Source: an optimization exercise on an open RTL-to-GDS flow (aim: small area). Production flows keep margins and buffers that such runs may drop. The RTL was checked by simulation tests, not by an equivalence proof against the original design. The flow treats the clock pin as an ideal source, which a real chip does not have. No activity file was given, so power comes from the tool's default toggle rates.

$ cat design/flow/config.mk
export PLATFORM = sky130hd
export DESIGN_NAME = main
export DESIGN_NICKNAME = main
export VERILOG_FILES = /design/flow/design.v
export SDC_FILE = /design/flow/constraint.sdc
export NUM_CORES = 4
export LEC_CHECK = 0
export ABC_AREA = 1
export CAP_MARGIN = 20
export CORE_MARGIN = 2
export CORE_UTILIZATION = 40
export PLACE_DENSITY = 0.6
export SLEW_MARGIN = 20
$ cat design/flow/constraint.sdc
create_clock -name core_clock -period 20.0 [get_ports {clk}]
set_input_delay 4.0000 -clock core_clock [delete_from_list [all_inputs] [get_ports {clk}]]
set_output_delay 4.0000 -clock core_clock [all_outputs]
set_load 0.01 [all_outputs]
$ cat design/flow/design.v
`timescale 1ns / 1ps
`default_nettype none
module counterModN #(
    parameter X = 5,   
    parameter N = 20   
) (
    input wire clk,       
    input wire ce,        
    input wire en,        
    input wire reset,     
    output reg [X-1:0] count  
);
    always @(posedge clk) begin
        if (reset) begin
            count <= 0;
        end else if (ce && en) begin
            if (count == N - 1) begin
                count <= 0;
            end else begin
                count <= count + 1;
            end
        end
    end
endmodule
`timescale 1ns / 1ps
`default_nettype none
module clockDivider #(
    parameter N = 500_000   
)(
    input wire clk,        
    input wire en,         
    input wire rst,        
    output reg clk_out,    
    output wire tick       
);
    wire [31:0] count;     
    counterModN #(.X(32), .N(N)) counterMod (
        .clk(clk),
        .ce(1'b1),
        .reset(rst),
        .en(en),
        .count(count)
    );
    assign tick = (count == N - 1) && !clk_out;
    always @(posedge clk) begin
        if (rst) begin
            clk_out <= 1'b0;
        end else if (count == N - 1) begin
            clk_out <= ~clk_out;
        end
    end
endmodule
`timescale 1ns / 1ps
`default_nettype none
module debouncer(
    input wire clk,        
    input wire ce,         
    input wire rst,        
    input wire in,         
    output wire out         
);
    reg q1, q2, q3;
    always @(posedge clk) begin
        if (rst) begin
            q1 <= 1'b0;
            q2 <= 1'b0;
            q3 <= 1'b0;
        end else if (ce) begin
            q1 <= in;
            q2 <= q1;
            q3 <= q2;
        end 
    end
    assign out = (rst == 1'b1) ? 1'b0 : (q1 & q2 & q3);
endmodule
`timescale 1ns / 1ps
`default_nettype none
module synchronizer(
    input wire clk,       
    input wire ce,        
    input wire rst,       
    input wire in,        
    output wire out       
);
    reg q1, q2;
    always @(posedge clk) begin
        if (rst) begin
            q1 <= 1'b0;
            q2 <= 1'b0;
        end else if (ce) begin
            q1 <= in;
            q2 <= q1;
        end
    end
    assign out = (rst) ? 1'b0 : q2;
endmodule
`timescale 1ns / 1ps
`default_nettype none
module shift_left_register(
    input wire        clk,     
    input wire        ce,      
    input wire        rst,     
    input wire        load,    
    input wire        en,      
    input wire [7:0]  Num,     
    output reg [15:0] Out      
);
    integer i;
    always @(posedge clk) begin
        if (rst) begin
            Out <= 16'b0;
        end else if (ce) begin
            if (load) begin
                Out <= {8'b0, Num};
            end else if (en) begin
                for (i = 15; i > 0; i = i - 1) begin
                    Out[i] <= Out[i - 1];
                end
                Out[0] <= 1'b0;
            end
        end
    end
endmodule
`timescale 1ns / 1ps
`default_nettype none
module shift_right_register(
    input wire clk,          
    input wire ce,           
    input wire rst,          
    input wire load,         
    input wire en,           
    input wire [7:0] Num,    
    output reg [7:0] Out     
);
    integer i;
    always @(posedge clk) begin
        if (rst) begin
            Out <= 8'b0;
        end else if (ce) begin
            if (load) begin
                Out <= Num;   
            end else if (en) begin
                for (i = 7; i > 0; i = i - 1) begin
                    Out[i - 1] <= Out[i];
                end
                Out[7] <= 1'b0;   
            end
        end
    end
endmodule
`timescale 1ns / 1ps
`default_nettype none
module CU(
    input wire b0,        
    input wire z,         
    input wire load,      
    output wire Psel,     
    output wire EP,       
    output wire EA,       
    output wire EB,       
    output wire LA,       
    output wire LB,       
    output wire RstP      
);
    assign Psel = b0;
    assign EP = (b0 & ~load);
    assign EA = (~z | load);
    assign EB = (~z | load);
    assign LA = load;
    assign LB = load;
    assign RstP = load;
endmodule
`timescale 1ns / 1ps
`default_nettype none
module BCD #(
    parameter W = 18   
)(
    input wire [W-1:0] bin,            
    output reg [W+(W-4)/3:0] bcd       
);
    integer i, j;
    always @(bin) begin
        for (i = 0; i <= W + (W-4)/3; i = i + 1) begin
            bcd[i] = 1'b0;
        end
        bcd[W-1:0] = bin;
        for (i = 0; i <= W - 4; i = i + 1) begin
            for (j = 0; j <= i / 3; j = j + 1) begin
                if (bcd[W - i + 4*j -: 4] > 4) begin                   
                    bcd[W - i + 4*j -: 4] = bcd[W - i + 4*j -: 4] + 4'd3;
                end
            end
        end
    end
endmodule
`timescale 1ns / 1ps
`default_nettype none
module seven_seg_decoder(
    input wire en,           
    input wire [3:0] num,    
    output reg [6:0] seg     
);
    always @ (num or en) begin
        if (en) begin
            case(num)
                4'd0: seg = 7'b1000000;   
                4'd1: seg = 7'b1111001;   
                4'd2: seg = 7'b0100100;   
                4'd3: seg = 7'b0110000;   
                4'd4: seg = 7'b0011001;   
                4'd5: seg = 7'b0010010;   
                4'd6: seg = 7'b0000010;   
                4'd7: seg = 7'b1111000;   
                4'd8: seg = 7'b0000000;   
                4'd9: seg = 7'b0010000;   
                default: seg = 7'b1111111;  
            endcase
        end else begin
            seg = 7'b1111111;   
        end
    end
endmodule
`timescale 1ns / 1ps
`default_nettype none
module seven_segment_scroller #(
    parameter DIV = 250000            
)(
    input wire clk,                   
    input wire reset,                 
    input wire button_left,           
    input wire button_right,          
    input wire [19:0] product,        
    input wire sign,                  
    output reg [6:0] seg,             
    output reg [3:0] an               
);
    wire slow_tick;                            
    wire slow_level;
    wire [1:0] switch_position;                
    wire debounced_button_left, debounced_button_right;
    wire final_button_left, final_button_right;
    wire [6:0] segment_internal[4:0];          
    reg [2:0] digit_selection;        
    clockDivider #(DIV) clk_divider (
        .clk(clk),
        .en(1'b1),
        .rst(reset),
        .clk_out(slow_level),
        .tick(slow_tick)
    );
    counterModN #(.X(2), .N(4)) position_counter (
        .clk(clk),
        .ce(slow_tick),
        .reset(reset),
        .en(1'b1),
        .count(switch_position)
    );
    debouncer btn_debouncer_left (
        .clk(clk),
        .ce(slow_tick),
        .rst(reset),
        .in(button_left),
        .out(debounced_button_left)
    );
    synchronizer btn_synchronizer_left (
        .clk(clk),
        .ce(slow_tick),
        .rst(reset),
        .in(debounced_button_left),
        .out(final_button_left)
    );
    debouncer btn_debouncer_right (
        .clk(clk),
        .ce(slow_tick),
        .rst(reset),
        .in(button_right),
        .out(debounced_button_right)
    );
    synchronizer btn_synchronizer_right (
        .clk(clk),
        .ce(slow_tick),
        .rst(reset),
        .in(debounced_button_right),
        .out(final_button_right)
    );
    reg button_right_old, button_left_old;
    reg button_right_raise, button_left_raise;  
    always @(posedge clk) begin
        if (reset) begin
            digit_selection <= 3'b000;
            button_right_old <= 0;
            button_left_old <= 0;
            button_right_raise <= 0;
            button_left_raise <= 0;
        end else if (slow_tick) begin
            button_right_raise <= (button_right_old != final_button_right && final_button_right == 1'b1);
            button_left_raise <= (button_left_old != final_button_left && final_button_left == 1'b1);
            button_right_old <= final_button_right;
            button_left_old <= final_button_left;
            if (button_right_raise) begin
                if (digit_selection > 0) begin
                    digit_selection <= digit_selection - 1;
                end
                button_right_raise <= 0;
            end
            if (button_left_raise) begin
                if (digit_selection < 2) begin
                    digit_selection <= digit_selection + 1;
                end
                button_left_raise <= 0;
            end
        end
    end
    seven_seg_decoder decoder_digit_0 (.en(1'b1), .num(product[3:0]), .seg(segment_internal[0]));
    seven_seg_decoder decoder_digit_1 (.en(1'b1), .num(product[7:4]), .seg(segment_internal[1]));
    seven_seg_decoder decoder_digit_2 (.en(1'b1), .num(product[11:8]), .seg(segment_internal[2]));
    seven_seg_decoder decoder_digit_3 (.en(1'b1), .num(product[15:12]), .seg(segment_internal[3]));
    seven_seg_decoder decoder_digit_4 (.en(1'b1), .num(product[19:16]), .seg(segment_internal[4]));
    always @(*) begin
        case (switch_position)
            2'b00: begin
                an = 4'b1110;
                seg = segment_internal[digit_selection];
            end
            2'b01: begin
                an = 4'b1101;
                seg = segment_internal[digit_selection + 1];
            end
            2'b10: begin
                an = 4'b1011;
                seg = segment_internal[digit_selection + 2];
            end
            2'b11: begin
                an = 4'b0111;
                if (sign == 1)
                    seg = 7'b0111111; 
                else
                    seg = 7'b1111111;
            end
            default: begin
                an = 4'b1111;
                seg = 7'b0000000;
            end
        endcase
    end
endmodule
`timescale 1ns / 1ps
`default_nettype none
module abs8(input wire [7:0] x, output reg [7:0] y);
    integer k;
    reg seen;
    always @(*) begin
        seen = 1'b0;
        for (k = 0; k < 8; k = k + 1) begin
            y[k] = x[k] ^ (x[7] & seen);
            seen = seen | x[k];
        end
    end
endmodule
module bcd_dbl(input wire [16:0] x, input wire cin, output wire [16:0] y);
    function ge5(input [3:0] d);
        ge5 = d[3] | (d[2] & (d[1] | d[0]));
    endfunction
    function [3:0] dbl_digit(input [3:0] d, input cin);
        dbl_digit = {(d[2] & ~d[1] & ~d[0]) | (d[3] & d[0]),
                     (d[1] & (~d[2] | d[0])) | (d[3] & ~d[0]),
                     (~d[3] & ~d[2] & d[0]) | (d[2] & d[1] & ~d[0]) | (d[3] & ~d[0]),
                     cin};
    endfunction
    assign y[3:0]   = dbl_digit(x[3:0], cin);
    assign y[7:4]   = dbl_digit(x[7:4], ge5(x[3:0]));
    assign y[11:8]  = dbl_digit(x[11:8], ge5(x[7:4]));
    assign y[15:12] = dbl_digit(x[15:12], ge5(x[11:8]));
    assign y[16]    = ge5(x[15:12]);
endmodule
module bcd_add(input wire [16:0] a, input wire [16:0] b, output wire [16:0] y);
    function [4:0] add_digit(input [3:0] a, input [3:0] b, input cin);
        reg [4:0] s;
        reg c, k;
        integer n;
        begin
            c = cin;
            for (n = 0; n < 4; n = n + 1) begin
                s[n] = a[n] ^ b[n] ^ c;
                c = (a[n] & b[n]) | (c & (a[n] ^ b[n]));
            end
            s[4] = c;
            k = s[4];
            add_digit = {k, s[3] | (k & (s[2] | s[1])), s[2] ^ (k & ~s[1]), s[1] ^ k, s[0]};
        end
    endfunction
    wire [4:0] s0 = add_digit(a[3:0],   b[3:0],   1'b0);
    wire [4:0] s1 = add_digit(a[7:4],   b[7:4],   s0[4]);
    wire [4:0] s2 = add_digit(a[11:8],  b[11:8],  s1[4]);
    wire [4:0] s3 = add_digit(a[15:12], b[15:12], s2[4]);
    assign y = {a[16] ^ b[16] ^ s3[4], s3[3:0], s2[3:0], s1[3:0], s0[3:0]};
endmodule
module step_ctrl(
    input wire clk, input wire rst, input wire btnC,
    output wire mtick, output wire stick, output wire load, output wire mdiv3,
    output wire mdiv8
);
    reg [3:0] mdiv;
    assign mtick = &mdiv;
    assign mdiv3 = mdiv[3];
    assign mdiv8 = (mdiv == 4'd8);
    assign stick = (mdiv[2:0] == 3'd3);
    always @(posedge clk) begin
        if (rst) mdiv <= 4'd8;
        else     mdiv <= {mdiv[3] ^ (&mdiv[2:0]), mdiv[2] ^ (&mdiv[1:0]), mdiv[1] ^ mdiv[0], ~mdiv[0]};
    end
    reg [1:0] crun;
    reg cs1, cs2;
    assign load = cs2;
    always @(posedge clk) begin
        if (rst) begin
            crun <= 2'd0;
            cs1 <= 1'b0;
            cs2 <= 1'b0;
        end else if (mtick) begin
            crun <= btnC ? {crun[1] | crun[0], crun[1] | ~crun[0]} : 2'd0;
            cs1 <= &crun;
            cs2 <= cs1;
        end
    end
endmodule
module scroll_btn(
    input wire clk, input wire rst, input wire ce, input wire btn,
    output wire raise
);
    reg [1:0] r, p;
    assign raise = (p == 2'd1);
    always @(posedge clk) begin
        if (rst) begin
            r <= 2'd0;
            p <= 2'd0;
        end else if (ce) begin
            p[0] <= (~p[0] & p[1]) | (btn & ~r[0] & r[1]) | (p[1] & ~r[0] & r[1]);
            p[1] <= (p[0] & p[1]) | (btn & ~r[0] & r[1]);
            r[0] <= (btn & ~r[0] & ~r[1]) | (btn & r[0] & r[1]) | (btn & p[1] & r[1]);
            r[1] <= btn & (r[0] | r[1]);
        end
    end
endmodule
module scroller(
    input wire clk, input wire rst, input wire stick,
    input wire btnL, input wire btnR,
    output reg [1:0] pos, output reg [1:0] wsel
);
    wire lraise, rraise;
    scroll_btn left(.clk(clk), .rst(rst), .ce(stick), .btn(btnL), .raise(lraise));
    scroll_btn right(.clk(clk), .rst(rst), .ce(stick), .btn(btnR), .raise(rraise));
    always @(posedge clk) begin
        if (rst) begin
            pos <= 2'd0;
            wsel <= 2'd0;
        end else if (stick) begin
            pos <= {pos[1] ^ pos[0], ~pos[0]};
            wsel[0] <= (lraise & ~wsel[0] & ~wsel[1]) | (~lraise & ~rraise & wsel[0]) | (rraise & wsel[1]);
            wsel[1] <= (~rraise & wsel[1]) | (lraise & wsel[0]);
        end
    end
endmodule
module display(
    input wire [1:0] pos, input wire [1:0] wsel,
    input wire [16:0] prod, input wire sign,
    output reg [6:0] seg, output reg [3:0] an
);
    wire [2:0] idx;
    assign idx[0] = pos[0] ^ wsel[0];
    assign idx[1] = (pos[1] & ~wsel[1]) | (pos[0] & wsel[0]) | (~pos[1] & wsel[1]);
    assign idx[2] = pos[1] & wsel[1];
    reg [3:0] digit;
    always @(*) begin
        case (idx)
            3'd0: digit = prod[3:0];
            3'd1: digit = prod[7:4];
            3'd2: digit = prod[11:8];
            3'd3: digit = prod[15:12];
            default: digit = {3'b011, prod[16]};
        endcase
    end
    always @(*) begin
        case (pos)
            2'd0: an = 4'b1110;
            2'd1: an = 4'b1101;
            2'd2: an = 4'b1011;
            default: an = 4'b0111;
        endcase
        if (pos == 2'd3) begin
            seg = sign ? 7'b0111111 : 7'b1111111;
        end else begin
            seg[0] = (~digit[0] & digit[1] & ~digit[2]) | (digit[0] & ~digit[3]);
            seg[1] = (digit[0] & digit[1] & ~digit[2]) | (~digit[0] & ~digit[1] & digit[2]);
            seg[2] = (~digit[0] & ~digit[1] & ~digit[2]);
            seg[3] = (~digit[0] & digit[1] & ~digit[2]) | (digit[0] & ~digit[1] & digit[2]) | (digit[0] & ~digit[3]);
            seg[4] = (digit[0]) | (digit[1] & ~digit[2]);
            seg[5] = (~digit[1] & ~digit[2]) | (digit[0] & ~digit[3]) | (digit[0] & ~digit[1]);
            seg[6] = (digit[0] & ~digit[1] & digit[2]) | (~digit[3]);
        end
    end
endmodule
module main #(
    parameter MAIN_DIV = 8,      
    parameter SCAN_DIV = 4       
)(
    input wire clk,
    input wire rst,    
    input wire btnC,   
    input wire btnL,   
    input wire btnR,   
    input wire [7:0] num1,   
    input wire [7:0] num2,   
    output wire [6:0] seg,            
    output wire [3:0] an,              
    output wire multiplicationFinished    
);
    wire mtick, stick, load, mdiv3, mdiv8;
    step_ctrl ctrl(.clk(clk), .rst(rst), .btnC(btnC), .mtick(mtick), .stick(stick), .load(load), .mdiv3(mdiv3), .mdiv8(mdiv8));
    reg [7:0] mcand;         
    reg mcand_seen;
    wire mcand_b0 = mcand[0] ^ (mcand[7] & mcand_seen);
    reg [16:0] mplier;       
    reg [16:0] prod;         
    reg sign;
    assign multiplicationFinished = mcand[7] ? ((&mcand) & mcand_seen) : (mcand == 8'd0);
    reg cvt;                 
    wire neg1 = sign ^ mcand[7];
    wire cvt_step = cvt & ~mdiv3;
    wire cvt_done = cvt & mdiv8;         
    wire mag1_bit = mplier[16] ^ (neg1 & (|mplier[15:9]));
    wire [16:0] mplier_dbl;
    bcd_dbl dbl(.x(mplier), .cin(cvt_step & mag1_bit), .y(mplier_dbl));
    wire add_en = mtick & ~load & mcand_b0;
    wire [16:0] sum;
    bcd_add adder(.a(prod), .b(mplier & {17{add_en}}), .y(sum));
    always @(posedge clk) begin
        if (rst) begin
            mcand <= 8'd0;
            mcand_seen <= 1'b0;
            sign <= 1'b0;
        end else if (mtick) begin
            if (load) begin
                mcand <= num2;
                mcand_seen <= 1'b0;
                sign <= num1[7] ^ num2[7];
            end else begin
                mcand <= {mcand[7], mcand[7:1]};
                mcand_seen <= mcand_seen | mcand[0];
            end
        end else if (cvt_done) begin
            sign <= sign & ~multiplicationFinished & (|mplier[8:0]);
        end
    end
    always @(posedge clk) begin
        if (rst || (mtick && load)) prod <= 17'h06666;
        else                        prod <= sum;
    end
    always @(posedge clk) begin
        if (mtick) cvt <= load;
    end
    always @(posedge clk) begin
        if (mtick) begin
            if (load) mplier <= {num1, 9'd0};
            else      mplier <= mplier_dbl;
        end else if (cvt_step) begin
            mplier <= {mplier[15:9], 1'b0, mplier_dbl[8:0]};
        end
    end
    wire [1:0] pos, wsel;
    scroller scr(.clk(clk), .rst(rst | load), .stick(stick), .btnL(btnL), .btnR(btnR),
                 .pos(pos), .wsel(wsel));
    display disp(.pos(pos), .wsel(wsel), .prod(prod), .sign(sign), .seg(seg), .an(an));
endmodule
$ cat design/flow/flow/run.sh
#!/bin/bash
# Own layout flow: the standard synthesis; then the combinational logic
# between the registers re-mapped by ABC for area with a few scripts, keeping
# the smallest netlist (registers, their names and cell types untouched);
# then the standard layout with small port buffers and no CTS dummy loads.
set -euo pipefail
WORK=$(pwd)
FLOW=$WORK/flow
R=$WORK/orfs/results/${FLOW_PLATFORM}/main/base
LIB=$FLOW_HOME/platforms/${FLOW_PLATFORM}/lib/sky130_fd_sc_hd__tt_025C_1v80.lib

# 1. standard synthesis
bash standard.sh synth > $WORK/flow_synth.log 2>&1

# 2. re-map the logic
cp $R/1_2_yosys.v $WORK/std_netlist.v
python3 $FLOW/genmodels.py $LIB > $WORK/cell_models.v 2> $WORK/flow_genmodels.log
DU=$(sed -n '/DONT_USE_CELLS +=/,/^#/p' $FLOW_HOME/platforms/${FLOW_PLATFORM}/config.mk \
     | grep -o "sky130_fd_sc_hd__[a-z0-9_]*" | sed 's/^/-dont_use /' | tr '\n' ' ')
regs() { grep -oE "sky130_fd_sc_hd__[a-z0-9]*df[a-z0-9_]* +[^ (]+" "$1" | sort; }
resynth() {
  local S=$1 n=$(basename $1 .abc)
  timeout 900 yosys -l $WORK/flow_$n.log -p "
read_verilog $WORK/cell_models.v
read_verilog $WORK/std_netlist.v
hierarchy -top $FLOW_TOP
flatten
opt -purge
techmap
opt -fast -purge
abc -liberty $LIB $DU -script $S
opt_clean -purge
hilomap -singleton -hicell sky130_fd_sc_hd__conb_1 HI -locell sky130_fd_sc_hd__conb_1 LO
insbuf -buf sky130_fd_sc_hd__buf_1 A X
splitnets
opt_clean -purge
tee -o $WORK/$n.stat stat -liberty $LIB
write_verilog -noattr -nohex -nodec $WORK/$n.v
" > /dev/null 2>&1 || true
}
# run the scripts, a few at a time
i=0
for S in $FLOW/resynth_*.abc; do
  resynth $S &
  i=$((i + 1))
  if (( i % ${NUM_CORES:-4} == 0 )); then wait; fi
done
wait
best=""; best_area=""
for S in $FLOW/resynth_*.abc; do
  n=$(basename $S .abc)
  [[ -f $WORK/$n.stat && -f $WORK/$n.v ]] || { echo "$n: failed" >> $WORK/flow_pick.log; continue; }
  area=$(grep "Chip area" $WORK/$n.stat | grep -oE "[0-9.]+$" || true)
  [[ -n "$area" ]] || continue
  # keep the registers: same instance names and cell types as the standard synthesis
  [[ "$(regs $WORK/std_netlist.v)" == "$(regs $WORK/$n.v)" ]] || { echo "$n: register mismatch" >> $WORK/flow_pick.log; continue; }
  echo "$n: $area" >> $WORK/flow_pick.log
  if [[ -z "$best" ]] || awk "BEGIN{exit !($area < $best_area)}"; then best=$n; best_area=$area; fi
done
echo "picked: ${best:-standard}" >> $WORK/flow_pick.log
if [[ -n "$best" ]]; then
  cp $WORK/$best.v $R/1_2_yosys.v
  touch $R/1_2_yosys.v
fi

# 3. layout up to clock tree synthesis
CTS_ARGS="-sink_clustering_enable -repair_clock_nets -dont_use_dummy_load -buf_list {sky130_fd_sc_hd__clkbuf_4}"
bash standard.sh "BUFFER_PORTS_ARGS=-buffer_cell sky130_fd_sc_hd__buf_1" "CTS_ARGS=$CTS_ARGS" cts > $WORK/flow_layout_cts.log 2>&1

# 4. upsize the clock buffers with the largest fanout
CTS_ODB=$R/4_cts.odb CTS_SMALL_BUF=sky130_fd_sc_hd__clkbuf_4 CTS_BIG_BUF=sky130_fd_sc_hd__clkbuf_8 CTS_MAX_FANOUT=10 \
  openroad -no_init -exit $FLOW/cts_fix.tcl > $WORK/flow_cts_fix.log 2>&1
touch $R/4_cts.odb

# 5. rest of the layout
bash standard.sh "BUFFER_PORTS_ARGS=-buffer_cell sky130_fd_sc_hd__buf_1" "CTS_ARGS=$CTS_ARGS" finish > $WORK/flow_layout.log 2>&1
$ cat design/flow/flow/cts_fix.tcl
# Upsize clock buffers that drive many flip-flops, so that every clock pin's
# slew stays well inside the limit; then re-legalise the placement.
read_db $::env(CTS_ODB)
set db [ord::get_db]
set block [ord::get_db_block]
set big [$db findMaster $::env(CTS_BIG_BUF)]
set n 0
foreach inst [$block getInsts] {
  if {[[$inst getMaster] getName] ne $::env(CTS_SMALL_BUF)} { continue }
  set it [$inst findITerm X]
  if {$it eq "NULL"} { continue }
  set net [$it getNet]
  if {$net eq "NULL"} { continue }
  set fo [expr {[llength [$net getITerms]] - 1}]
  if {$fo > $::env(CTS_MAX_FANOUT)} {
    puts "upsizing [$inst getName] (fanout $fo)"
    $inst swapMaster $big
    incr n
  }
}
puts "upsized $n clock buffers"
if {$n > 0} {
  detailed_placement
  check_placement
}
write_db $::env(CTS_ODB)
$ cat design/flow/flow/genmodels.py
# Generate Verilog models of sky130hd cells from the liberty: combinational
# cells as assigns, sequential cells as blackboxes (or behavioural with -sim).
import re, sys
lib = sys.argv[1]; sim = len(sys.argv) > 2 and sys.argv[2] == '-sim'
txt = open(lib).read()
out = []
# split into cells
for m in re.finditer(r'\n\s*cell\s*\(\s*"?([\w]+)"?\s*\)\s*\{', txt):
    name = m.group(1); start = m.end()
    depth = 1; i = start
    while depth:
        c = txt[i]
        if c == '{': depth += 1
        elif c == '}': depth -= 1
        i += 1
    body = txt[start:i]
    pins = []
    for pm in re.finditer(r'\n\s*pin\s*\(\s*"?(\w+)"?\s*\)\s*\{', body):
        ps = pm.end(); d = 1; j = ps
        while d:
            c = body[j]
            if c == '{': d += 1
            elif c == '}': d -= 1
            j += 1
        pb = body[ps:j]
        dm = re.search(r'direction\s*:\s*"?(\w+)"?', pb)
        fm = re.search(r'\bfunction\s*:\s*"([^"]*)"', pb)
        pins.append((pm.group(1), dm.group(1) if dm else None, fm.group(1) if fm else None))
    seq = re.search(r'\n\s*(ff|latch|statetable)\s*\(', body) is not None
    seen=set(); pins=[p for p in pins if not (p[0] in seen or seen.add(p[0]))]
    if not pins: continue
    ins = [p for p in pins if p[1] == 'input']
    outs = [p for p in pins if p[1] == 'output']
    if not outs: continue
    ports = [p[0] for p in ins + outs]
    if seq:
        if not sim:
            out.append(f"(* blackbox *)\nmodule {name}(" + ", ".join(ports) + ");")
            for p in ins: out.append(f"  input {p[0]};")
            for p in outs: out.append(f"  output {p[0]};")
            out.append("endmodule")
        continue
    if any(p[2] is None for p in outs): continue
    out.append(f"module {name}(" + ", ".join(ports) + ");")
    for p in ins: out.append(f"  input {p[0]};")
    for p in outs:
        f = p[2].replace('!', '~').replace('+', '|').replace('*', '&')
        f = re.sub(r'(\w)\s+(?=[\w(~])', r'\1 & ', f)  # implicit AND by space
        out.append(f"  output {p[0]};\n  assign {p[0]} = {f};")
    out.append("endmodule")
if sim:
    out.append("""module sky130_fd_sc_hd__dfxtp_1(CLK, D, Q); input CLK, D; output reg Q; always @(posedge CLK) Q <= D; endmodule
module sky130_fd_sc_hd__dfxtp_2(CLK, D, Q); input CLK, D; output reg Q; always @(posedge CLK) Q <= D; endmodule
module sky130_fd_sc_hd__dfxtp_4(CLK, D, Q); input CLK, D; output reg Q; always @(posedge CLK) Q <= D; endmodule
module sky130_fd_sc_hd__edfxtp_1(CLK, D, DE, Q); input CLK, D, DE; output reg Q; always @(posedge CLK) if (DE) Q <= D; endmodule""")
print("\n".join(out))
$ cat design/flow/flow/resynth_a1.abc
strash
dc2
balance; rewrite; refactor; balance; rewrite; rewrite -z; balance; refactor -z; rewrite -z; balance
dch -f
amap
topo
$ cat design/flow/flow/resynth_a4.abc
strash
&get -n
&deepsyn -T 20
&put
dch -f
amap
topo
$ cat design/flow/flow/resynth_a5.abc
strash
dc2
balance; rewrite; refactor; balance; rewrite; rewrite -z; balance; refactor -z; rewrite -z; balance
dch -f
amap
mfs2
strash
dch -f
amap
topo
$ cat design/flow/flow/resynth_a7.abc
strash
ifraig
scorr
dc2
balance; rewrite; refactor; balance; rewrite; rewrite -z; balance; refactor -z; rewrite -z; balance
dch -f
amap
topo
$ cat design/flow/flow/resynth_b1.abc
strash
dc2
balance; rewrite; refactor; balance; rewrite; rewrite -z; balance; refactor -z; rewrite -z; balance
&get -n
&deepsyn -T 60
&put
dch -f
amap
mfs2
strash
dch -f
amap
topo
$ cat design/flow/flow/resynth_b1s1.abc
strash
dc2
balance; rewrite; refactor; balance; rewrite; rewrite -z; balance; refactor -z; rewrite -z; balance
&get -n
&deepsyn -T 60 -S 1
&put
dch -f
amap
mfs2
strash
dch -f
amap
topo
$ cat design/flow/flow/resynth_b1s3.abc
strash
dc2
balance; rewrite; refactor; balance; rewrite; rewrite -z; balance; refactor -z; rewrite -z; balance
&get -n
&deepsyn -T 60 -S 3
&put
dch -f
amap
mfs2
strash
dch -f
amap
topo
$ cat design/flow/flow/resynth_b8.abc
strash
dc2
balance; rewrite; refactor; balance; rewrite; rewrite -z; balance; refactor -z; rewrite -z; balance
&get -n
&deepsyn -T 60
&put
dch -f
amap
mfs2 -a
strash
dch -f
amap
mfs2 -a
strash
dch -f
amap
topo
$ cat design/flow/standard.sh
#!/bin/bash
# synth_recipe.tcl (not shown) runs the flow's synth.tcl, then flattens the netlist and writes it again
# the make line also repeats each setting of config.mk as NAME=value (left out here)
make -C /OpenROAD-flow-scripts/flow DESIGN_CONFIG=/design/flow/config.mk WORK_HOME=/design/flow/orfs CLKGATE_MAP_FILE= SYNTH_SCRIPT=/design/flow/synth_recipe.tcl "${@:-finish}"
==> results of run 1 <==
layout by cell type (no fill, tap or decap), types with 8 or more instances in the layout:
| cell | n |
|---|---|
| nor2_1 | 103 |
| clkinv_1 | 57 |
| dfxtp_1 | 47 |
| o21ai_0 | 43 |
| nand2_1 | 35 |
| buf_1 | 32 |
| a21oi_1 | 30 |
| nor3_1 | 18 |
| edfxtp_1 | 18 |
| o22ai_1 | 14 |
| a22oi_1 | 10 |
| a211oi_1 | 8 |
| clkbuf_4 | 8 |
area by class of cell:
cell class	instances	area [µm²]	share of cell area
Clock buffer	9	73.8	0.0200
Inverter	57	214	0.0581
Multi-Input combinational cell	319	1630	0.443
Sequential cell	65	1480	0.402
Tap cell	105	131	0.0357
Timing Repair Buffer	36	150	0.0408
critical path: cells and delay by family (launching register included):
family	cells	cell delay (ns)
AO/OA/AOI/OAI	23	4.73
AND/OR/NAND/NOR	15	1.57
buffers and inverters	5	1.13
flip-flops	1	0.33
registers in the layout (all words and copies together), names as in the netlist, 2 cells and up, named ones only:
register,cells
prod,17
scr.left.r,2
scr.right.r,2
ctrl.mdiv,4
scr.pos,2
scr.right.p,2
ctrl.crun,2
mcand,8
scr.left.p,2
mplier,15
scr.wsel,2
per-stage QoR:
stage	hold WS (ns)	cell area (µm²)	setup slack, ns	power, mW
2_1_floorplan	0.410	3330	13.11	0.146
3_3_place_gp	0.424	3610	12.77	0.151
3_5_place_dp	0.437	3610	12.34	0.151
4_1_cts	0.462	3680	12.17	0.214
5_1_grt	0.474	3680	11.03	0.224
6_report	0.451	3680	12.17	0.214
per-layer routing:
layer  wire length, µm  vias up  part of all wire
met3               385       13             0.047
met5                 0        -                 0
met1              3930     1438              0.48
met4               136        0             0.017
met2              3680       79              0.45
li1                  -     1686                 -
report_power, final:
part           switching (mW)  internal [mW]
clock                  0.0425         0.0230
sequential           0.000980          0.136
combinational         0.00759        0.00391
worst max path at each step:
stage / from / to / slack, ns / cells after the start
detailed placement: ctrl.mdiv[0]$_SDFF_PP0_ / prod[14]$_SDFF_PP1_ / 12.34 / 43
global placement: ctrl.mdiv[0]$_SDFF_PP0_ / prod[14]$_SDFF_PP1_ / 12.77 / 43
floorplan: ctrl.mdiv[2]$_SDFF_PP0_ / prod[14]$_SDFF_PP1_ / 13.11 / 43
CTS: ctrl.mdiv[0]$_SDFF_PP0_ / prod[14]$_SDFF_PP1_ / 12.17 / 43
global route: ctrl.mdiv[0]$_SDFF_PP0_ / prod[14]$_SDFF_PP1_ / 11.03 / 45
finish: ctrl.mdiv[0]$_SDFF_PP0_ / prod[14]$_SDFF_PP1_ / 12.17 / 43
==> results.json, run 1 <==
{
  "pin_count": 33,
  "cpMaxStageDelayCell": "clkinv_1",
  "nFillCells": 852,
  "drt_iter0_drc": 148,
  "grt_pass1_wl_um": 13800,
  "hold_viol_final": 0,
  "clock_skew_ns": 0.0279,
  "end_kind": "flip-flop",
  "grt-busiest-layer": "met2",
  "clkLatencyLatePin_ns": 0.40,
  "antenna_found_initial": 0,
  "grt_util_all_layers": 0.195,
  "setup.worst_path.start_class": "flip-flop",
  "irDropWorstVdd_v": 0.0000361,
  "yosys_warnings": 7,
  "gp_congestion": 0.835,
  "viasPerCell": 5.44,
  "arrival_ns": 8.11,
  "avgRoutedWirePerCell_um": 13.8,
  "clk_pin_slew_ns": 0.08,
  "area_delta_synth_final_pct": 10.7,
  "cpMostUsedCell": "o21ai_0",
  "grt_overflow": 0,
  "fin_tns_setup_ns": 0,
  "hold_path_end": "ctrl.mdiv[0]$_SDFF_PP0_",
  "power.density_nw_per_um2": 58.0,
  "cp_max_fo": 19,
  "dp_cells": 582,
  "root_buffer": "clkbuf_4",
  "die_h_um": 95.2,
  "drv_cap": 0,
  "cts_tree": "built",
  "diodes": 0,
  "crit_required_ns": 20.28,
  "max_slew_margin": 0.597,
  "cts_buffer_depth": 2,
  "r2r-end": "prod[14]$_SDFF_PP1_",
  "p_leak_nw": 1.19,
  "worst_slew_pin_slew_ns": 0.602,
  "hpwl_um": 6180,
  "grt_use_met1": 0.264,
  "path_class": "reg2reg",
  "cts_sinks": 65,
  "wirelength_um": 8130,
  "grt_max_degree": 20,
  "post-route-util": 0.453,
  "period_needed_ns": 7.83,
  "worstHoldPathType": "reg2reg",
  "ff2ff_path_depth": 43,
  "finalSetupViolCount": 0,
  "min_from": "ctrl.mdiv[0]$_SDFF_PP0_",
  "hold_depth": 1,
  "r2r_start": "ctrl.mdiv[0]$_SDFF_PP0_",
  "vias": 3216,
  "r2r_slack_ns": 12.17,
  "synthCells": 441,
  "postCtsSetupBuffers": 0,
  "core-area_um2": 8130,
  "cpPeakStageDelay_ns": 0.44,
  "die_w_um": 95.2,
  "ctsHoldBuffers": 0,
  "syn_area_um2": 3330,
  "use_met3": 0.0285,
  "postRouteAntennaNets": 0,
  "first_pass_iters": 4,
  "design.die.area_um2": 9070,
  "final_nets": 509,
  "start_util": 0.409,
  "rsz0062_at_grt": "false",
  "period_share": 0.392,
  "synth.avg_cell_area_um2": 7.55,
  "drive_gt1_frac": 0.0267,
  "synth_fp_nets": 462,
  "htree_levels": 3,
  "fmax_mhz": 128,
  "status": "finished clean",
  "drc": 0,
  "num_rows": 33,
  "use_met2": 0.315,
  "port_buffers": 32,
  "numCtsBuffers": 9,
  "final_cells": 591,
  "cts.repair.resized": 0,
  "maxSlewViolCount": 0,
  "first_global_vias": 3062
}
==> run 2: changes to the inputs <==
--- a/design/flow/flow/run.sh
+++ b/design/flow/flow/run.sh
@@ -9,4 +9,7 @@
 R=$WORK/orfs/results/${FLOW_PLATFORM}/main/base
 LIB=$FLOW_HOME/platforms/${FLOW_PLATFORM}/lib/sky130_fd_sc_hd__tt_025C_1v80.lib
+# keep temporary files inside the work folder
+export TMPDIR=$WORK/tmp
+mkdir -p $TMPDIR
 
 # 1. standard synthesis
--- a/design/flow/config.mk
+++ b/design/flow/config.mk
@@ -9,5 +9,5 @@
 export CAP_MARGIN = 20
 export CORE_MARGIN = 2
-export CORE_UTILIZATION = 40
-export PLACE_DENSITY = 0.6
+export CORE_UTILIZATION = 65
+export PLACE_DENSITY = 0.8
 export SLEW_MARGIN = 20
==> results.json, run 2 <==
{
  "num_rows": 26,
  "cp_top_family": "compound AO/OA/AOI/OAI gates",
  "die_w_um": 75.6,
  "diodes": 0,
  "gp_congestion": 0.882,
  "hold_viol_final": 0,
  "ctsHoldBuffers": 0,
  "grt_overflow": 0,
  "p_seq_frac": 0.645,
  "p_leak_nw": 1.19,
  "top_register": "prod",
  "htree_levels": 3,
  "cts_buffer_depth": 2,
  "area_delta_synth_final_pct": 8.95,
  "end_kind": "flip-flop",
  "largest_reg_flops": 17,
  "avgRoutedWirePerCell_um": 14.4,
  "path_class": "reg2reg",
  "cts.repair.resized": 0,
  "core-area_um2": 5010,
  "grt_max_degree": 21,
  "drive_gt1_frac": 0.0247,
  "fin_tns_setup_ns": 0,
  "drt_iter0_drc": 185,
  "power.density_nw_per_um2": 58.4,
  "cpPeakStageDelay_ns": 0.43,
  "antenna_found_initial": 0,
  "cts_sinks": 65,
  "syn_area_um2": 3330,
  "status": "finished clean",
  "cpMostUsedCell": "o21ai_0",
  "worstHoldPathType": "reg2reg",
  "grt_pass1_wl_um": 12600,
  "final_common_cell": "nor2_1",
  "arrival_ns": 8.27,
  "viasPerCell": 5.95,
  "period_needed_ns": 7.97,
  "numCtsBuffers": 9,
  "max_slew_margin": 0.566,
  "period_share": 0.398,
  "final_nets": 508,
  "clk_pin_slew_ns": 0.10,
  "postCtsSetupBuffers": 0,
  "fmax_mhz": 126,
  "drc": 0,
  "switchingPower_mw": 0.0514,
  "yosys_warnings": 7,
  "die_h_um": 75.6,
  "internal-power_mw": 0.160,
  "cts_tree": "built",
  "final_cell_mix": "nor2_1, clkinv_1, dfxtp_1",
  "wirelength_um": 8010,
  "vias": 3300,
  "finalSetupViolCount": 0,
  "design.die.area_um2": 5710,
  "first_global_vias": 2878,
  "synthCells": 441,
  "dp_cells": 546,
  "clock_skew_ns": 0.0212,
  "hold_ws_ns": 0.448,
  "power.switching_fraction": 0.243,
  "port_buffers": 32,
  "grt_util_all_layers": 0.297,
  "clkLatencyLatePin_ns": 0.42,
  "synth.avg_cell_area_um2": 7.55,
  "start_util": 0.664,
  "p_comb_frac": 0.054,
  "pin_count": 33,
  "synth_fp_nets": 462,
  "final_cells": 555,
  "crit_required_ns": 20.30,
  "largestRegisters": "prod x17, mplier x15, mcand x8",
  "worst_slew_pin_slew_ns": 0.651,
  "setup.worst_path.start_class": "flip-flop",
  "maxSlewViolCount": 0,
  "cpMaxStageDelayCell": "clkinv_1",
  "root_buffer": "clkbuf_4",
  "hpwl_um": 5990,
  "postRouteAntennaNets": 0,
  "post-route-util": 0.724,
  "cp_max_fo": 19,
  "drv_cap": 0,
  "irDropWorstVdd_v": 0.0000420,
  "first_pass_iters": 5,
  "rsz0062_at_grt": "false",
  "cp_num_buf_inv": 5,
  "clock_power_share": 0.301
}
==> run 2: cell types whose count changed in the layout (fill, tap and decap cells not counted), sizes merged <==
cell	previous run	this run
buf	36	35
==> run 2: metal layers <==
layer / track usage / wire [µm] / vias to the layer above
met2: 0.484 / 3750 / 123
met3: 0.0608 / 501 / 20
met4: 0.135 / 194 / 0
met5: 0 / 0 / -
li1: - / - / 1677
met1: 0.382 / 3570 / 1480
==> run 2: layout make-up <==
class,instances,area (µm²)
tap,70,87.6
fill,430,1380
multi-input combinational,319,1630
timing repair buffer,35,143
clock buffer,9,67.6
inverter,57,214
sequential,65,1480
==> run 2: stage by stage <==
| step | power, mW | setup slack (ns) | instance area [µm²] |
|---|---|---|---|
| after CTS | 0.211 | 12.17 | 3630 |
| after detailed placement | 0.151 | 12.31 | 3560 |
| after floorplan | 0.146 | 13.11 | 3330 |
| after global placement | 0.151 | 12.83 | 3560 |
| final | 0.212 | 12.03 | 3630 |
| after global routing | 0.218 | 10.80 | 3630 |
==> run 2: final timing paths <==
check / startpoint / to / slack (ns) / cells past startpoint
min reg2reg: ctrl.mdiv[0]$_SDFF_PP0_ / ctrl.mdiv[0]$_SDFF_PP0_ / 0.45 / 1
min: ctrl.mdiv[0]$_SDFF_PP0_ / ctrl.mdiv[0]$_SDFF_PP0_ / 0.45 / 1
max reg2reg: ctrl.mdiv[0]$_SDFF_PP0_ / prod[14]$_SDFF_PP1_ / 12.03 / 45
max: ctrl.mdiv[0]$_SDFF_PP0_ / prod[14]$_SDFF_PP1_ / 12.03 / 45
==> run 2: power by group through the flow <==
stage / clock network [mW] / logic [mW] / registers (mW)
6_report: 0.0637 / 0.0115 / 0.137
5_1_grt: 0.0678 / 0.0131 / 0.137
4_1_cts: 0.0629 / 0.0115 / 0.137
3_5_place_dp: 0 / 0.0114 / 0.140
3_3_place_gp: 0 / 0.0112 / 0.140
2_1_floorplan: 0 / 0.00697 / 0.139
==> run 3: changes to the inputs <==
--- a/design/flow/config.mk
+++ b/design/flow/config.mk
@@ -9,5 +9,5 @@
 export CAP_MARGIN = 20
 export CORE_MARGIN = 2
-export CORE_UTILIZATION = 65
-export PLACE_DENSITY = 0.8
+export CORE_UTILIZATION = 55
+export PLACE_DENSITY = 0.7
 export SLEW_MARGIN = 20
==> results.json, run 3 <==
{
  "yosys_warnings": 7,
  "die_w_um": 81.8,
  "worst_slew_pin_slew_ns": 0.658,
  "cts_sinks": 65,
  "period_share": 0.390,
  "grt_max_degree": 20,
  "gp_congestion": 0.824,
  "crit_required_ns": 20.31,
  "htree_levels": 3,
  "hpwl_um": 5930,
  "irDropWorstVdd_v": 0.0000390,
  "maxSlewViolCount": 0,
  "largestRegisters": "prod x17, mplier x15, mcand x8",
  "finalSetupViolCount": 0,
  "synth.avg_cell_area_um2": 7.55,
  "p_comb_frac": 0.054,
  "final_nets": 508,
  "antenna_found_initial": 0,
  "switchingPower_mw": 0.0512,
  "final_common_cell": "nor2_1",
  "postRouteAntennaNets": 0,
  "start_util": 0.565,
  "largest_reg_flops": 17,
  "path_class": "reg2reg",
  "diodes": 0,
  "fin_tns_setup_ns": 0,
  "post-route-util": 0.617,
  "first_pass_iters": 5,
  "internal-power_mw": 0.160,
  "rsz0062_at_grt": "false",
  "p_seq_frac": 0.646,
  "clock_power_share": 0.300,
  "drc": 0,
  "cpMostUsedCell": "o21ai_0",
  "cts.repair.resized": 0,
  "numCtsBuffers": 9,
  "clock_skew_ns": 0.0293,
  "cts_buffer_depth": 2,
  "setup.worst_path.start_class": "flip-flop",
  "design.die.area_um2": 6690,
  "drt_iter0_drc": 182,
  "area_delta_synth_final_pct": 9.14,
  "cpPeakStageDelay_ns": 0.42,
  "vias": 3225,
  "syn_area_um2": 3330,
  "worstHoldPathType": "reg2reg",
  "num_rows": 28,
  "ctsHoldBuffers": 0,
  "final_area_um2": 3630,
  "drive_gt1_frac": 0.0247,
  "fmax_mhz": 128,
  "root_buffer": "clkbuf_4",
  "avgRoutedWirePerCell_um": 14.1,
  "end_kind": "flip-flop",
  "period_needed_ns": 7.81,
  "grt_overflow": 0,
  "clkLatencyLatePin_ns": 0.41,
  "wirelength_um": 7870,
  "nFillCells": 570,
  "cpMaxStageDelayCell": "clkinv_1",
  "multi_input_area_um2": 1630,
  "cp_max_fo": 19,
  "synthCells": 441,
  "viasPerCell": 5.76,
  "grt_util_all_layers": 0.260,
  "max_slew_margin": 0.557,
  "power.switching_fraction": 0.242,
  "pin_count": 33,
  "die_h_um": 81.8,
  "synth_fp_nets": 462,
  "status": "finished clean",
  "grt_pass1_wl_um": 13100,
  "register_area_um2": 1480,
  "postCtsSetupBuffers": 0,
  "hold_viol_final": 0,
  "power.density_nw_per_um2": 58.2,
  "port_buffers": 32,
  "first_global_vias": 2916,
  "clk_pin_slew_ns": 0.10,
  "arrival_ns": 8.12,
  "final_cell_mix": "nor2_1, clkinv_1, dfxtp_1",
  "drv_cap": 0,
  "placed_area_um2": 3560,
  "top_register": "prod",
  "p_leak_nw": 1.19,
  "cts_tree": "built",
  "core-area_um2": 5890
}
run 3: cell counts in the layout (fill, tap and decap cells not counted):
Identical to the previous run, type by type.
run 3: final timing paths:
path | start | end | slack (ns) | cells past startpoint
worst min register to register | ctrl.mdiv[0]$_SDFF_PP0_ | ctrl.mdiv[0]$_SDFF_PP0_ | 0.44 | 1
worst min-delay path | ctrl.mdiv[0]$_SDFF_PP0_ | ctrl.mdiv[0]$_SDFF_PP0_ | 0.44 | 1
worst max register to register | ctrl.mdiv[0]$_SDFF_PP0_ | prod[14]$_SDFF_PP1_ | 12.19 | 43
worst max-delay path | ctrl.mdiv[0]$_SDFF_PP0_ | prod[14]$_SDFF_PP1_ | 12.19 | 43
run 3: cell type report:
| cell class | instances | share of cell area |
|---|---|---|
| clock buffers | 9 | 0.0186 |
| inverters | 57 | 0.0589 |
| multi-input cells | 319 | 0.450 |
| flip-flops and latches | 65 | 0.408 |
| well taps | 75 | 0.0258 |
| repair buffers | 35 | 0.0393 |
run 3: critical path, delay by kind of cell (launching register included):
kind	cells	cell delay, ns
AOI/OAI and AO/OA	22	4.60
DFF	1	0.33
buffers and inverters	5	1.11
and+or+nand+nor	16	1.63
run 3: power groups by stage:
stage                     logic, mW  clock network (mW)  registers, mW
after floorplan             0.00697                   0          0.139
final                        0.0114              0.0635          0.137
after global placement       0.0114                   0          0.140
after global routing         0.0132              0.0695          0.137
after CTS                    0.0115              0.0648          0.137
after detailed placement     0.0114                   0          0.140
run 3: stage by stage:
stage	power, mW	hold slack [ns]	setup slack [ns]	instances
after CTS	0.213	0.444	12.29	560
after detailed placement	0.151	0.429	12.40	551
after global routing	0.219	0.460	10.82	560
final	0.212	0.444	12.19	560
after floorplan	0.146	0.410	13.11	441
after global placement	0.151	0.423	12.81	551
run 3: per-layer routing:
layer | GRT usage | wire, µm
met5 | 0 | 0
met4 | 0.102 | 127
met3 | 0.0527 | 395
met2 | 0.415 | 3530
met1 | 0.346 | 3820
==> run 4: changes to the inputs <==
--- a/design/flow/design.v
+++ b/design/flow/design.v
@@ -347,15 +347,4 @@
 `timescale 1ns / 1ps
 `default_nettype none
-module abs8(input wire [7:0] x, output reg [7:0] y);
-    integer k;
-    reg seen;
-    always @(*) begin
-        seen = 1'b0;
-        for (k = 0; k < 8; k = k + 1) begin
-            y[k] = x[k] ^ (x[7] & seen);
-            seen = seen | x[k];
-        end
-    end
-endmodule
 module bcd_dbl(input wire [16:0] x, input wire cin, output wire [16:0] y);
     function ge5(input [3:0] d);
@@ -398,11 +387,9 @@
 module step_ctrl(
     input wire clk, input wire rst, input wire btnC,
-    output wire mtick, output wire stick, output wire load, output wire mdiv3,
-    output wire mdiv8
+    output wire mtick, output wire stick, output wire load, output wire mdiv3
 );
     reg [3:0] mdiv;
     assign mtick = &mdiv;
     assign mdiv3 = mdiv[3];
-    assign mdiv8 = (mdiv == 4'd8);
     assign stick = (mdiv[2:0] == 3'd3);
     always @(posedge clk) begin
@@ -516,6 +503,6 @@
     output wire multiplicationFinished    
 );
-    wire mtick, stick, load, mdiv3, mdiv8;
-    step_ctrl ctrl(.clk(clk), .rst(rst), .btnC(btnC), .mtick(mtick), .stick(stick), .load(load), .mdiv3(mdiv3), .mdiv8(mdiv8));
+    wire mtick, stick, load, mdiv3;
+    step_ctrl ctrl(.clk(clk), .rst(rst), .btnC(btnC), .mtick(mtick), .stick(stick), .load(load), .mdiv3(mdiv3));
     reg [7:0] mcand;         
     reg mcand_seen;
@@ -528,5 +515,5 @@
     wire neg1 = sign ^ mcand[7];
     wire cvt_step = cvt & ~mdiv3;
-    wire cvt_done = cvt & mdiv8;         
+    wire cvt_done = cvt & mdiv3 & stick;     
     wire mag1_bit = mplier[16] ^ (neg1 & (|mplier[15:9]));
     wire [16:0] mplier_dbl;
--- a/design/flow/config.mk
+++ b/design/flow/config.mk
@@ -9,5 +9,6 @@
 export CAP_MARGIN = 20
 export CORE_MARGIN = 2
-export CORE_UTILIZATION = 55
-export PLACE_DENSITY = 0.7
+export CORE_UTILIZATION = 65
+export GPL_TIMING_DRIVEN = 0
+export PLACE_DENSITY = 0.8
 export SLEW_MARGIN = 20
==> results.json, run 4 <==
{
  "status": "finished clean",
  "grt_overflow": 0,
  "antenna_found_initial": 0,
  "diodes": 0,
  "postCtsSetupBuffers": 0,
  "final_nets": 507,
  "r2r_slack_ns": 11.11,
  "core-area_um2": 5040,
  "clock_power_share": 0.245,
  "wl_met3_um": 402,
  "power.switching_fraction": 0.300,
  "largestRegisters": "prod x17, mplier x15, mcand x8",
  "drt-met1-wl_um": 3390,
  "drc": 0,
  "worstHoldPathType": "reg2reg",
  "gp_congestion": 0.876,
  "period_needed_ns": 8.89,
  "cts.repair.resized": 0,
  "maxSlewViolCount": 0,
  "arrival_ns": 9.18,
  "internal-power_mw": 0.188,
  "cts_buffer_depth": 2,
  "postRouteAntennaNets": 0,
  "cpMostUsedCell": "o21ai_0",
  "grt_util_all_layers": 0.275,
  "grt_pass1_wl_um": 11900,
  "finalPower_mw": 0.269,
  "area_delta_synth_final_pct": 8.81,
  "syn_area_um2": 3350,
  "drt_iter0_drc": 157,
  "first_pass_iters": 6,
  "final_common_cell": "nor2_1",
  "clkLatencyLatePin_ns": 0.40,
  "hpwl_um": 5630,
  "ctsHoldBuffers": 0,
  "numCtsBuffers": 9,
  "yosys_warnings": 7,
  "post-route-util": 0.723,
  "path_class": "reg2reg",
  "first_global_vias": 2736,
  "power.density_nw_per_um2": 73.6,
  "cts_sinks": 65,
  "top_layer_used": "met4",
  "cp_max_fo": 18,
  "port_buffers": 32,
  "cts_tree": "built",
  "largest_reg_flops": 17,
  "p_seq_frac": 0.559,
  "p_comb_frac": 0.196,
  "wl_met2_um": 3520,
  "clk_pin_slew_ns": 0.09,
  "setup.worst_path.start_class": "flip-flop",
  "crit_required_ns": 20.29,
  "die_w_um": 75.8,
  "viasPerCell": 5.91,
  "top_register": "prod",
  "synthCells": 442,
  "start_util": 0.665,
  "wirelength_um": 7450,
  "design.die.area_um2": 5750,
  "finalSetupViolCount": 0,
  "root_buffer": "clkbuf_4",
  "grt_max_degree": 29,
  "cpMaxStageDelayCell": "nor2_1",
  "rsz0062_at_grt": "false",
  "die_h_um": 75.8,
  "switchingPower_mw": 0.0805,
  "clock_skew_ns": 0.0206,
  "drv_cap": 0,
  "fmax_mhz": 112,
  "vias": 3272,
  "irDropWorstVdd_v": 0.0000375,
  "drive_gt1_frac": 0.0207,
  "num_rows": 26,
  "synth.avg_cell_area_um2": 7.58,
  "worst_slew_pin_slew_ns": 0.872,
  "end_kind": "flip-flop",
  "final_cell_mix": "nor2_1, clkinv_1, dfxtp_1",
  "avgRoutedWirePerCell_um": 13.5,
  "nFillCells": 448,
  "pin_count": 33,
  "fin_tns_setup_ns": 0,
  "hold_viol_final": 0,
  "p_leak_nw": 1.27,
  "htree_levels": 3,
  "max_slew_margin": 0.417,
  "synth_fp_nets": 463,
  "cpPeakStageDelay_ns": 0.84,
  "period_share": 0.445
}
[run 4: final timing paths]
check | startpoint | to | depth (start not counted)
setup / recovery | ctrl.mdiv[0]$_SDFF_PP0_ | prod[15]$_SDFF_PP0_ | 43
hold / removal | ctrl.mdiv[0]$_SDFF_PP0_ | ctrl.mdiv[0]$_SDFF_PP0_ | 1
hold reg to reg | ctrl.mdiv[0]$_SDFF_PP0_ | ctrl.mdiv[0]$_SDFF_PP0_ | 1
setup reg to reg | ctrl.mdiv[0]$_SDFF_PP0_ | prod[15]$_SDFF_PP0_ | 43
[run 4: final cells by class]
cell class                 instances  area, µm²  share of cell area
clock buffer                       9       80.1              0.0220
inverter                          50        188              0.0515
multi-input combinational        327       1680               0.461
sequential                        65       1480               0.406
tap                               70       87.6              0.0240
timing repair buffer              33        128              0.0350
[run 4: power by group through the flow]
stage	clock (mW)	sequential, mW	combinational (mW)
floorplan	0	0.151	0.0403
global placement	0	0.153	0.0496
global route	0.0719	0.151	0.0611
detailed placement	0	0.153	0.0519
finish	0.0658	0.150	0.0526
CTS	0.0625	0.150	0.0522
[run 4: layer usage]
metal,up-vias,track usage
li1,1684,-
met1,1491,0.354
met2,84,0.449
met3,13,0.0728
met4,0,0.0916
met5,-,0
[run 4: metrics by stage]
stage | instances | cell area, µm² | worst slack, ns | hold WS (ns)
after floorplan | 442 | 3350 | 12.93 | 0.410
after global placement | 544 | 3560 | 11.37 | 0.427
after detailed placement | 545 | 3570 | 11.31 | 0.438
after CTS | 554 | 3630 | 11.21 | 0.456
after global routing | 554 | 3650 | 10.05 | 0.479
final | 554 | 3650 | 11.11 | 0.444
[run 4: critical path, delay by kind of cell (launching register included)]
kind / cells / cell delay, ns
buf+inv: 4 / 1.16
simple gates: 19 / 3.44
compound gates: 20 / 3.87
flops: 1 / 0.35
==> run 5: changes to the inputs <==
--- a/design/flow/config.mk
+++ b/design/flow/config.mk
@@ -10,5 +10,4 @@
 export CORE_MARGIN = 2
 export CORE_UTILIZATION = 65
-export GPL_TIMING_DRIVEN = 0
 export PLACE_DENSITY = 0.8
 export SLEW_MARGIN = 20
==> results.json, run 5 <==
{
  "grt_pass1_wl_um": 12200,
  "antenna_found_initial": 0,
  "die_h_um": 75.8,
  "final_cells": 554,
  "dp_cells": 545,
  "cpMostUsedCell": "o21ai_0",
  "post-place-ws_ns": 11.93,
  "grt_util_all_layers": 0.284,
  "top_register": "prod",
  "finalPower_mw": 0.266,
  "gp_congestion": 0.955,
  "final_cell_mix": "nor2_1, clkinv_1, dfxtp_1",
  "synth.avg_cell_area_um2": 7.58,
  "status": "finished clean",
  "cpMaxStageDelayCell": "nor2_1",
  "die_w_um": 75.8,
  "max_slew_margin": 0.436,
  "design.die.area_um2": 5750,
  "postCtsSetupBuffers": 0,
  "fin_tns_setup_ns": 0,
  "first_pass_iters": 6,
  "grt_overflow": 0,
  "arrival_ns": 8.55,
  "hpwl_um": 5620,
  "crit_required_ns": 20.27,
  "drv_cap": 0,
  "clkLatencyLatePin_ns": 0.41,
  "period_needed_ns": 8.28,
  "cts_sinks": 65,
  "end_kind": "flip-flop",
  "cp_max_fo": 18,
  "clock_skew_ns": 0.0244,
  "worst_slew_pin_slew_ns": 0.843,
  "nFillCells": 447,
  "setup_slack_ns": 11.72,
  "path_class": "reg2reg",
  "synth_fp_nets": 463,
  "start_util": 0.665,
  "num_rows": 26,
  "drc": 0,
  "pin_count": 33,
  "rsz0062_at_grt": "false",
  "area_delta_synth_final_pct": 8.62,
  "finalSetupViolCount": 0,
  "ctsHoldBuffers": 0,
  "yosys_warnings": 7,
  "hold_viol_final": 0,
  "worstHoldPathType": "reg2reg",
  "r2r_slack_ns": 11.72,
  "cts_buffer_depth": 2,
  "power.density_nw_per_um2": 73.1,
  "root_buffer": "clkbuf_4",
  "p_leak_nw": 1.27,
  "first_global_vias": 2710,
  "cpPeakStageDelay_ns": 0.81,
  "diodes": 0,
  "core-area_um2": 5040,
  "largest_reg_flops": 17,
  "cts_tree": "built",
  "drive_gt1_frac": 0.0207,
  "final_nets": 507,
  "setup.worst_path.start_class": "flip-flop",
  "htree_levels": 3,
  "synthCells": 442,
  "clk_pin_slew_ns": 0.08,
  "drt_iter0_drc": 231,
  "vias": 3268,
  "irDropWorstVdd_v": 0.0000496,
  "largestRegisters": "prod x17, mplier x15, mcand x8",
  "syn_area_um2": 3350,
  "avgRoutedWirePerCell_um": 13.6,
  "fmax_mhz": 121,
  "viasPerCell": 5.90,
  "cts.repair.resized": 0,
  "numCtsBuffers": 9,
  "wirelength_um": 7550,
  "postRouteAntennaNets": 0,
  "maxSlewViolCount": 0,
  "final_common_cell": "nor2_1",
  "grt_max_degree": 29,
  "period_share": 0.414,
  "port_buffers": 32,
  "post-route-util": 0.722
}
-- run 5: per-layer routing --
layer,track usage,share of wire,vias to the layer above
li1,-,-,1679
met1,0.379,0.47,1461
met2,0.440,0.44,110
met3,0.0767,0.068,18
met4,0.113,0.022,0
met5,0,0,-
-- run 5: final cells by class --
class,count,area [µm²],share of cell area
multi-input combinational,327,1680,0.462
timing repair buffer,33,128,0.0351
tap,70,87.6,0.0241
inverter,50,188,0.0515
sequential,65,1480,0.407
clock buffer,9,73.8,0.0203
-- run 5: report_power, final --
| group | switching (mW) | internal (mW) | leakage (nW) |
|---|---|---|---|
| registers | 0.00767 | 0.143 | 0.545 |
| logic | 0.0314 | 0.0198 | 0.681 |
| clock network | 0.0410 | 0.0230 | 0.0440 |
-- run 5: through the flow --
| step | hold WS, ns | cell area [µm²] |
|---|---|---|
| finish | 0.437 | 3640 |
| global route | 0.485 | 3640 |
| CTS | 0.449 | 3630 |
| detailed placement | 0.432 | 3570 |
| global placement | 0.426 | 3570 |
| floorplan | 0.410 | 3350 |
-- run 5: critical path: cells and delay by family, from the launching register on --
kind,cells,cell delay [ns]
compound gates,20,3.39
buf+inv,4,1.08
flops,1,0.35
simple gates,19,3.31
-- run 5: path summary, 6_finish.rpt --
kind / startpoint / endpoint / cells past startpoint
setup / recovery: ctrl.mdiv[0]$_SDFF_PP0_ / prod[15]$_SDFF_PP0_ / 43
hold / removal: ctrl.mdiv[0]$_SDFF_PP0_ / ctrl.mdiv[0]$_SDFF_PP0_ / 1
setup reg to reg: ctrl.mdiv[0]$_SDFF_PP0_ / prod[15]$_SDFF_PP0_ / 43
hold reg to reg: ctrl.mdiv[0]$_SDFF_PP0_ / ctrl.mdiv[0]$_SDFF_PP0_ / 1
==> run 6: changes to the inputs <==
==> design/flow/flow/resynth_d4.abc (new file) <==
strash
dc2
balance; rewrite; refactor; balance; rewrite; rewrite -z; balance; refactor -z; rewrite -z; balance
&get -n
&deepsyn -T 120 -S 4
&put
dch -f
amap
mfs2
strash
dch -f
amap
topo
==> design/flow/flow/resynth_d5.abc (new file) <==
strash
dc2
balance; rewrite; refactor; balance; rewrite; rewrite -z; balance; refactor -z; rewrite -z; balance
&get -n
&deepsyn -T 120 -S 5
&put
dch -f
amap
mfs2
strash
dch -f
amap
topo
==> design/flow/flow/resynth_d6.abc (new file) <==
strash
dc2
balance; rewrite; refactor; balance; rewrite; rewrite -z; balance; refactor -z; rewrite -z; balance
&get -n
&deepsyn -T 120 -S 6
&put
dch -f
amap
mfs2
strash
dch -f
amap
topo
==> design/flow/flow/resynth_d7.abc (new file) <==
strash
dc2
balance; rewrite; refactor; balance; rewrite; rewrite -z; balance; refactor -z; rewrite -z; balance
&get -n
&deepsyn -T 120 -S 7
&put
dch -f
amap
mfs2
strash
dch -f
amap
topo
==> design/flow/flow/resynth_e2.abc (new file) <==
strash
dc2
balance; rewrite; refactor; balance; rewrite; rewrite -z; balance; refactor -z; rewrite -z; balance
&get -n
&deepsyn -T 90 -S 2
&put
dch -f
amap
mfs2 -a
strash
dch -f
amap
mfs2 -a
strash
dch -f
amap
topo
==> results.json, run 6 <==
{
  "drive_gt1_frac": 0.0207,
  "yosys_warnings": 7,
  "end_kind": "flip-flop",
  "largest_reg_flops": 17,
  "cp_top_family": "compound AO/OA/AOI/OAI gates",
  "grt_pass1_wl_um": 12200,
  "fmax_mhz": 121,
  "drc": 0,
  "final_nets": 507,
  "worstHoldPathType": "reg2reg",
  "hold_viol_final": 0,
  "period_needed_ns": 8.28,
  "wirelength_um": 7550,
  "htree_levels": 3,
  "drt_iter0_drc": 231,
  "clkLatencyLatePin_ns": 0.41,
  "maxSlewViolCount": 0,
  "die_w_um": 75.8,
  "final_area_um2": 3640,
  "pin_count": 33,
  "postCtsSetupBuffers": 0,
  "port_buffers": 32,
  "placed_area_um2": 3570,
  "die_h_um": 75.8,
  "grt_overflow": 0,
  "setup.worst_path.start_class": "flip-flop",
  "path_class": "reg2reg",
  "hold_ws_ns": 0.437,
  "viasPerCell": 5.90,
  "cts_tree": "built",
  "final_cells": 554,
  "power.density_nw_per_um2": 73.1,
  "cts_sinks": 65,
  "synth.avg_cell_area_um2": 7.58,
  "arrival_ns": 8.55,
  "max_slew_margin": 0.436,
  "synth_fp_nets": 463,
  "first_pass_iters": 6,
  "vias": 3268,
  "largestRegisters": "prod x17, mplier x15, mcand x8",
  "clk_pin_slew_ns": 0.08,
  "gp_congestion": 0.955,
  "rsz0062_at_grt": "false",
  "critPathLaunch": "ctrl.mdiv[0]$_SDFF_PP0_",
  "avgRoutedWirePerCell_um": 13.6,
  "min_from": "ctrl.mdiv[0]$_SDFF_PP0_",
  "cts.repair.resized": 0,
  "ctsHoldBuffers": 0,
  "core-area_um2": 5040,
  "status": "finished clean",
  "dp_cells": 545,
  "period_share": 0.414,
  "p_leak_nw": 1.27,
  "cp_num_buf_inv": 4,
  "post-route-util": 0.722,
  "clock_skew_ns": 0.0244,
  "num_rows": 26,
  "crit_required_ns": 20.27,
  "root_buffer": "clkbuf_4",
  "design.die.area_um2": 5750,
  "hpwl_um": 5620,
  "synthCells": 442,
  "cts_buffer_depth": 2,
  "worst_slew_pin_slew_ns": 0.843,
  "numCtsBuffers": 9,
  "drv_cap": 0,
  "cp_max_fo": 18,
  "postRouteAntennaNets": 0,
  "area_delta_synth_final_pct": 8.62,
  "cpMaxStageDelayCell": "nor2_1",
  "final_common_cell": "nor2_1",
  "finalSetupViolCount": 0,
  "cpMostUsedCell": "o21ai_0",
  "syn_area_um2": 3350,
  "irDropWorstVdd_v": 0.0000496,
  "cpPeakStageDelay_ns": 0.81,
  "fin_tns_setup_ns": 0,
  "first_global_vias": 2710,
  "antenna_found_initial": 0,
  "diodes": 0,
  "start_util": 0.665,
  "grt_util_all_layers": 0.284,
  "top_register": "prod",
  "final_cell_mix": "nor2_1, clkinv_1, dfxtp_1",
  "r2r_start": "ctrl.mdiv[0]$_SDFF_PP0_",
  "grt_max_degree": 29
}
run 6: path summary, 6_finish.rpt:
check / end / slack (ns) / cells past startpoint
max: prod[15]$_SDFF_PP0_ / 11.72 / 43
min: ctrl.mdiv[0]$_SDFF_PP0_ / 0.44 / 1
max reg2reg: prod[15]$_SDFF_PP0_ / 11.72 / 43
min reg2reg: ctrl.mdiv[0]$_SDFF_PP0_ / 0.44 / 1
run 6: area by class of cell:
| class | count | area [µm²] |
|---|---|---|
| clock buffers | 9 | 73.8 |
| fillers | 447 | 1400 |
| inverters | 50 | 188 |
| multi-input cells | 327 | 1680 |
| flip-flops and latches | 65 | 1480 |
| well taps | 70 | 87.6 |
| repair buffers | 33 | 128 |
run 6: metal layers:
metal	track usage	share of wire	up-vias
met1	0.379	0.47	1461
met3	0.0767	0.068	18
met2	0.440	0.44	110
li1	-	-	1679
met4	0.113	0.022	0
met5	0	0	-
run 6: power by group:
part	leakage [nW]	switching, mW	internal, mW	total, mW
Sequential	0.545	0.00767	0.143	0.151
Clock	0.0440	0.0410	0.0230	0.0640
Combinational	0.681	0.0314	0.0198	0.0513
run 6: metrics by stage:
stage	worst slack [ns]	power (mW)
after floorplan	12.93	0.191
after global placement	12.45	0.203
after detailed placement	11.93	0.204
after CTS	11.77	0.264
after global routing	10.46	0.281
final	11.72	0.266

## separate check: timing with driven ports
No port has a modelled driver above. Below, the same layouts with a new extraction and two added sets of constraints.
Step 1, drivers: a clkbuf_16 drives clk and a buf_2 each remaining input, both assumed.
Step 2 adds t to the input delays and takes it off the output delays; t is the mean of the earliest and latest rising clock arrival at the registers after step 1. Input paths then give back, and output paths get back, about the clock's delay inside the block.
Slacks: ideal ports / drivers / drivers and shift; pairs: ideal ports / drivers.
run	t, ns	setup WS [ns]	worst hold slack (ns)	clock arrival spread, ns	worst data-port slew with drivers (ns)
run 1	0.419	12.170 / 12.170 / 12.170	0.451 / 0.451 / 0.451	0.028 / 0.028	0.03
run 2	0.433	12.034 / 12.034 / 12.034	0.448 / 0.448 / 0.448	0.021 / 0.022	0.04
run 3	0.428	12.190 / 12.190 / 12.190	0.444 / 0.444 / 0.444	0.030 / 0.030	0.03
run 4	0.421	11.110 / 11.110 / 11.110	0.444 / 0.444 / 0.444	0.020 / 0.021	0.03
run 5	0.427	11.717 / 11.717 / 11.717	0.437 / 0.437 / 0.437	0.024 / 0.025	0.03
run 6	0.427	11.717 / 11.717 / 11.717	0.437 / 0.437 / 0.437	0.024 / 0.025	0.03
After both steps setup and hold are still met in every run listed.
